Background: an optimization exercise with open tools, aiming at small area and a short achievable clock period. Do not read the settings as production practice.
Only simulation tests tie the RTL to the original design; equivalence was not proved.

v30:
// CL_02
module CL_02(clk, rstn, imem_addr, imem_data, dmem_addr, dmem_wdata, dmem_we, dmem_re, dmem_rdata, wb_en, wb_rd, wb_data);
Settings: LEC_CHECK=0, CAP_MARGIN=20, CORE_MARGIN=2, CORE_UTILIZATION=55, CTS_CLUSTER_DIAMETER=100, CTS_CLUSTER_SIZE=22, PLACE_DENSITY=0.75, SETUP_SLACK_MARGIN=4.5, SLEW_MARGIN=20; clock period 11.0 ns.
standard.sh (not shown) runs the stock make flow with config.mk's settings and CLKGATE_MAP_FILE= SYNTH_SCRIPT=/design/flow/synth_recipe.tcl, a recipe that flattens the netlist after the stock synthesis.
==> flow/flow/run.sh <==
#!/bin/bash
# The standard layout (standard.sh: ORFS synthesis through finish), with
# the input and output ports buffered by buf_1 cells instead of the default
# delay buffers.  The ORFS logs stay under orfs/logs; make's own output goes
# to standard.log.
set -o pipefail
bash standard.sh finish BUFFER_PORTS_ARGS="-buffer_cell sky130_fd_sc_hd__buf_1" > standard.log 2>&1
Modified inputs, v56 compared to v30
- a change of SETUP_SLACK_MARGIN from 4.5 to 4
- a deleted CTS_CLUSTER_DIAMETER that had been 100
- a change of CORE_UTILIZATION from 55 to 40
- a deleted CTS_CLUSTER_SIZE that had been 22
- a deleted PLACE_DENSITY that had been 0.75
==> flow/run.sh (new file) <==
#!/bin/bash
# synth_recipe.tcl (not shown) runs the flow's synth.tcl, then flattens the netlist and writes it again
# the make line also repeats each setting of config.mk as NAME=value (left out here)
make -C /OpenROAD-flow-scripts/flow DESIGN_CONFIG=/design/flow/config.mk WORK_HOME=/design/flow/orfs CLKGATE_MAP_FILE= SYNTH_SCRIPT=/design/flow/synth_recipe.tcl finish
removed: flow/flow/run.sh
removed: flow/standard.sh
[summary]
- Compared with v30, detailed-routed wire length on met2 in v56 increased by a little under 10%.
- Standard cell with the maximum stage delay on the critical path = maj3_1: v56; standard cell with the maximum stage delay on the critical path = xnor3_1: v30
- Changes observed in v56 relative to v30: slack of the critical path -0.15 ns.
- v56: signed area change from the synthesized netlist to the final layout 0.73 points above v30
- Delta (v56 minus v30): design area now larger, number of stages on the worst setup path has decreased.
- Between v30 and v56, count of cells resized by post-cts repair decreased.
[inputs] v45 vs v56
- putting CTS_CLUSTER_DIAMETER at 100 where nothing was set
- putting CTS_CLUSTER_SIZE at 22 where nothing was set
==> flow/flow/run.sh (new file) <==
#!/bin/bash
# The standard layout (standard.sh: ORFS synthesis through finish), with
# the input and output ports buffered by buf_1 cells instead of the default
# delay buffers.  The ORFS logs stay under orfs/logs; make's own output goes
# to standard.log.
set -o pipefail
bash standard.sh finish BUFFER_PORTS_ARGS="-buffer_cell sky130_fd_sc_hd__buf_1" > standard.log 2>&1
==> flow/standard.sh (new file) <==
#!/bin/bash
# synth_recipe.tcl (not shown) runs the flow's synth.tcl, then flattens the netlist and writes it again
# the make line also repeats each setting of config.mk as NAME=value (left out here)
make -C /OpenROAD-flow-scripts/flow DESIGN_CONFIG=/design/flow/config.mk WORK_HOME=/design/flow/orfs CLKGATE_MAP_FILE= SYNTH_SCRIPT=/design/flow/synth_recipe.tcl "${@:-finish}"
removed: flow/run.sh
### Flow results
Clock period minus worst slack | v45 below v56
Of v45 and v56, the run reporting the lower share of cell area taken by multi-input logic gates was v56.
Of v45 and v56, the run reporting the higher sequential share of cell area was v45.
The launch point of the critical path comes out opa[1]$_DFF_P_ in one run and opb[4]$_DFF_P_ in the other, namely in v45 and v56 respectively.
v56 → v45: highest achievable clock rate increased 1.1 MHz, number of buffers inserted during clock tree synthesis decreased 9, register-to-register slack increased 0.06 ns.

Another version of the RTL of CL_02 (not shown whole).
For scale: roughly 2100 cells after synthesis, about 230 flip-flops.
clock: 11.0 ns
lec_check: 0
cap_margin: 20
core_margin: 2
core_utilization: 40
setup_slack_margin: 5
slew_margin: 20
run.sh (not shown) runs the stock make flow with config.mk's settings and CLKGATE_MAP_FILE= SYNTH_SCRIPT=/design/flow/synth_recipe.tcl, a recipe that flattens the netlist after the stock synthesis.
Stock flow here: none of the scripts above is used.
==> next run, changes <==
==> flow/flow/run.sh (new file) <==
#!/bin/bash
# The standard layout (standard.sh: ORFS synthesis through finish), with
# the input and output ports buffered by buf_1 cells instead of the default
# delay buffers.  The ORFS logs stay under orfs/logs; make's own output goes
# to standard.log.
set -o pipefail
bash standard.sh finish BUFFER_PORTS_ARGS="-buffer_cell sky130_fd_sc_hd__buf_1" > standard.log 2>&1
==> flow/standard.sh (new file) <==
#!/bin/bash
# synth_recipe.tcl (not shown) runs the flow's synth.tcl, then flattens the netlist and writes it again
# the make line also repeats each setting of config.mk as NAME=value (left out here)
make -C /OpenROAD-flow-scripts/flow DESIGN_CONFIG=/design/flow/config.mk WORK_HOME=/design/flow/orfs CLKGATE_MAP_FILE= SYNTH_SCRIPT=/design/flow/synth_recipe.tcl "${@:-finish}"
--- a/flow/config.mk
+++ b/flow/config.mk
@@ -11 +11 @@
-export SETUP_SLACK_MARGIN = 5
+export SETUP_SLACK_MARGIN = 4
removed: flow/run.sh
Effect:
- via count drops by 3.2%
- global-route usage went down by 1.4 points
- worst hold slack barely changes
- sequential share of layout area grows by 2.7 points
- die area is unchanged
- register-to-register slack gets worse by 0.44 ns
- core utilization shrinks by 5.2 points
- synthesized cell count does not change
==> next run, changes <==
==> flow/run.sh (new file) <==
#!/bin/bash
# synth_recipe.tcl (not shown) runs the flow's synth.tcl, then flattens the netlist and writes it again
# the make line also repeats each setting of config.mk as NAME=value (left out here)
make -C /OpenROAD-flow-scripts/flow DESIGN_CONFIG=/design/flow/config.mk WORK_HOME=/design/flow/orfs CLKGATE_MAP_FILE= SYNTH_SCRIPT=/design/flow/synth_recipe.tcl finish
removed: flow/flow/run.sh
removed: flow/standard.sh
Outcome: The changed run went through all stages and came out clean; sequential share of layout area decreases by 1.7 points; final cell count increases by 1.5%.

RTL: one of the versions met above, not the one the previous note started from.
For scale: about 2000 cells after synthesis, ~230 flip-flops.
==> flow/config.mk <==
export PLATFORM = sky130hd
export DESIGN_NAME = CL_02
export DESIGN_NICKNAME = CL_02
export VERILOG_FILES = /design/flow/design.v
export SDC_FILE = /design/flow/constraint.sdc
export NUM_CORES = 4
export LEC_CHECK = 0
export CAP_MARGIN = 20
export CORE_MARGIN = 2
export CORE_UTILIZATION = 55
export PLACE_DENSITY = 0.75
export SETUP_SLACK_MARGIN = 3.5
export SLEW_MARGIN = 20
==> flow/constraint.sdc <==
create_clock -name core_clock -period 11.0 [get_ports {clk}]
set_input_delay 2.2000 -clock core_clock [delete_from_list [all_inputs] [get_ports {clk}]]
set_output_delay 2.2000 -clock core_clock [all_outputs]
set_load 0.01 [all_outputs]
standard.sh (not shown) runs the stock make flow with config.mk's settings and CLKGATE_MAP_FILE= SYNTH_SCRIPT=/design/flow/synth_recipe.tcl, a recipe that flattens the netlist after the stock synthesis.
==> flow/flow/run.sh <==
#!/bin/bash
# The standard layout (standard.sh: ORFS synthesis through finish), with
# the input and output ports buffered by buf_1 cells instead of the default
# delay buffers.  The ORFS logs stay under orfs/logs; make's own output goes
# to standard.log.
set -o pipefail
bash standard.sh finish BUFFER_PORTS_ARGS="-buffer_cell sky130_fd_sc_hd__buf_1" > standard.log 2>&1
Then changed:
CORE_UTILIZATION = 40   (was 55)
PLACE_DENSITY = not set   (was 0.75)
SETUP_SLACK_MARGIN = 4   (was 3.5)
What happened: Worst setup slack gains 0.38 ns; synthesized cell count does not change.
Then changed:
CORE_UTILIZATION = 55   (was 40)
CTS_CLUSTER_DIAMETER = 100   (was not set)
CTS_CLUSTER_SIZE = 22   (was not set)
PLACE_DENSITY = 0.75   (was not set)
Effect: The changed run passed the timing, design-rule and antenna checks; final area goes down by 3.4%; core utilization goes up by 16 points; fmax goes down by 0.84%.

Another version of the RTL of CL_02 (not shown whole).
Size in the first run: roughly 2600 cells after synthesis, about 220 flip-flops, roughly 96 I/O pins, about 22000 sq um of cells after synthesis.
Design CL_02, start of the top module:
module CL_02(clk, rstn, imem_addr, imem_data, dmem_addr, dmem_wdata, dmem_we, dmem_re, dmem_rdata, wb_en, wb_rd, wb_data);
make LEC_CHECK=0 CAP_MARGIN=20 CORE_MARGIN=2 CORE_UTILIZATION=40 SLEW_MARGIN=20 finish   # period 11.0 ns
run.sh (not shown) runs the stock make flow with config.mk's settings and CLKGATE_MAP_FILE= SYNTH_SCRIPT=/design/flow/synth_recipe.tcl, a recipe that flattens the netlist after the stock synthesis.
Stock flow here: none of the scripts above is used.
The starting point completed without violations.
Edit:
--- a/flow/config.mk
+++ b/flow/config.mk
@@ -10,0 +11 @@
+export SETUP_SLACK_MARGIN = 3
Outcome: Clock skew came out higher by 0.0039 ns; final area came out higher by 5.1%; global-route usage came out higher by 0.77 points.

CL_02, a different RTL version from the one above (not shown whole).
Size: ~1900 cells after synthesis, roughly 230 flip-flops, ~96 I/O pins.
export LEC_CHECK = 0
export CAP_MARGIN = 20
export CORE_MARGIN = 2
export CORE_UTILIZATION = 65
export PLACE_DENSITY = 0.85
export SETUP_SLACK_MARGIN = 4
export SLEW_MARGIN = 20
create_clock -name core_clock -period 11.0 [get_ports {clk}]
standard.sh (not shown) runs the stock make flow with config.mk's settings and CLKGATE_MAP_FILE= SYNTH_SCRIPT=/design/flow/synth_recipe.tcl, a recipe that flattens the netlist after the stock synthesis.
Scripts as last shown in full above: flow/flow/run.sh
Change:
CORE_UTILIZATION = 55   (was 65)
CTS_CLUSTER_DIAMETER = 100   (was unset)
CTS_CLUSTER_SIZE = 22   (was unset)
PLACE_DENSITY = 0.75   (was 0.85)
=> The changed run passed the timing, design-rule and antenna checks. Via count went down by 2.0%. Global-route usage went down by 7.6 points. Cell area went down by 2.3%. Cell count went up by 2.0%. Worst hold slack gains 0.0080 ns. First-iteration DRC count went up by 3.1%. Synthesized area stays the same. Register-to-register slack gains 0.03 ns. Non-clock buffer count went down by 2. Sequential cell count is unchanged.

==> port drivers added, routing unchanged <==
Ports are ideal in the flow. The routed layouts listed here were re-timed in OpenROAD. Step 1, drivers: a clkbuf_16 drives clk and a buf_2 each remaining input, both assumed. Step 2 moves the port delays by t, midway between the first and last clock arrival at a register: inputs arrive t later, outputs are due t later. That takes back most of the time a late clock gives input paths. a / b / c = ideal / step 1 / step 2; a / b = the first two.
run	t (ns)	slack for setup (ns)	worst setup path at the end	worst slew at a driven data input, ns	pins driven straight from the clock port
v30	0.546	4.118 / 4.062 / 4.609	register to output	0.07	1
v56	0.583	3.966 / 3.916 / 4.247	input to output	0.05	1
v45	0.526	4.021 / 3.971 / 4.335	register to register	0.08	1
the first run of note 2	0.573	4.178 / 4.129 / 4.155	input to output	0.04	1
the second run of note 2	0.591	3.922 / 3.872 / 4.463	register to output	0.04	1
the third run of note 2	0.599	4.029 / 3.977 / 4.193	input to output	0.05	1
the first run of note 3	0.579	3.660 / 3.609 / 3.991	register to register	0.06	1
the second run of note 3	0.564	4.037 / 3.988 / 4.323	register to register	0.08	1
the third run of note 3	0.520	3.978 / 3.926 / 4.388	register to register	0.06	1
the first run of note 4	0.631	1.711 / 1.653 / 2.283	register to output	0.09	1
the second run of note 4	0.632	3.052 / 2.992 / 3.624	register to output	0.08	1
the first run of note 5	0.575	4.048 / 3.999 / 4.279	register to register	0.07	1
the second run of note 5	0.540	4.004 / 3.956 / 4.308	register to register	0.07	1
After both steps every run listed still meets setup and hold. For the first run of note 2, which loses most, drivers alone change the setup slack by -0.049 ns; drivers and shift together by -0.023 ns.
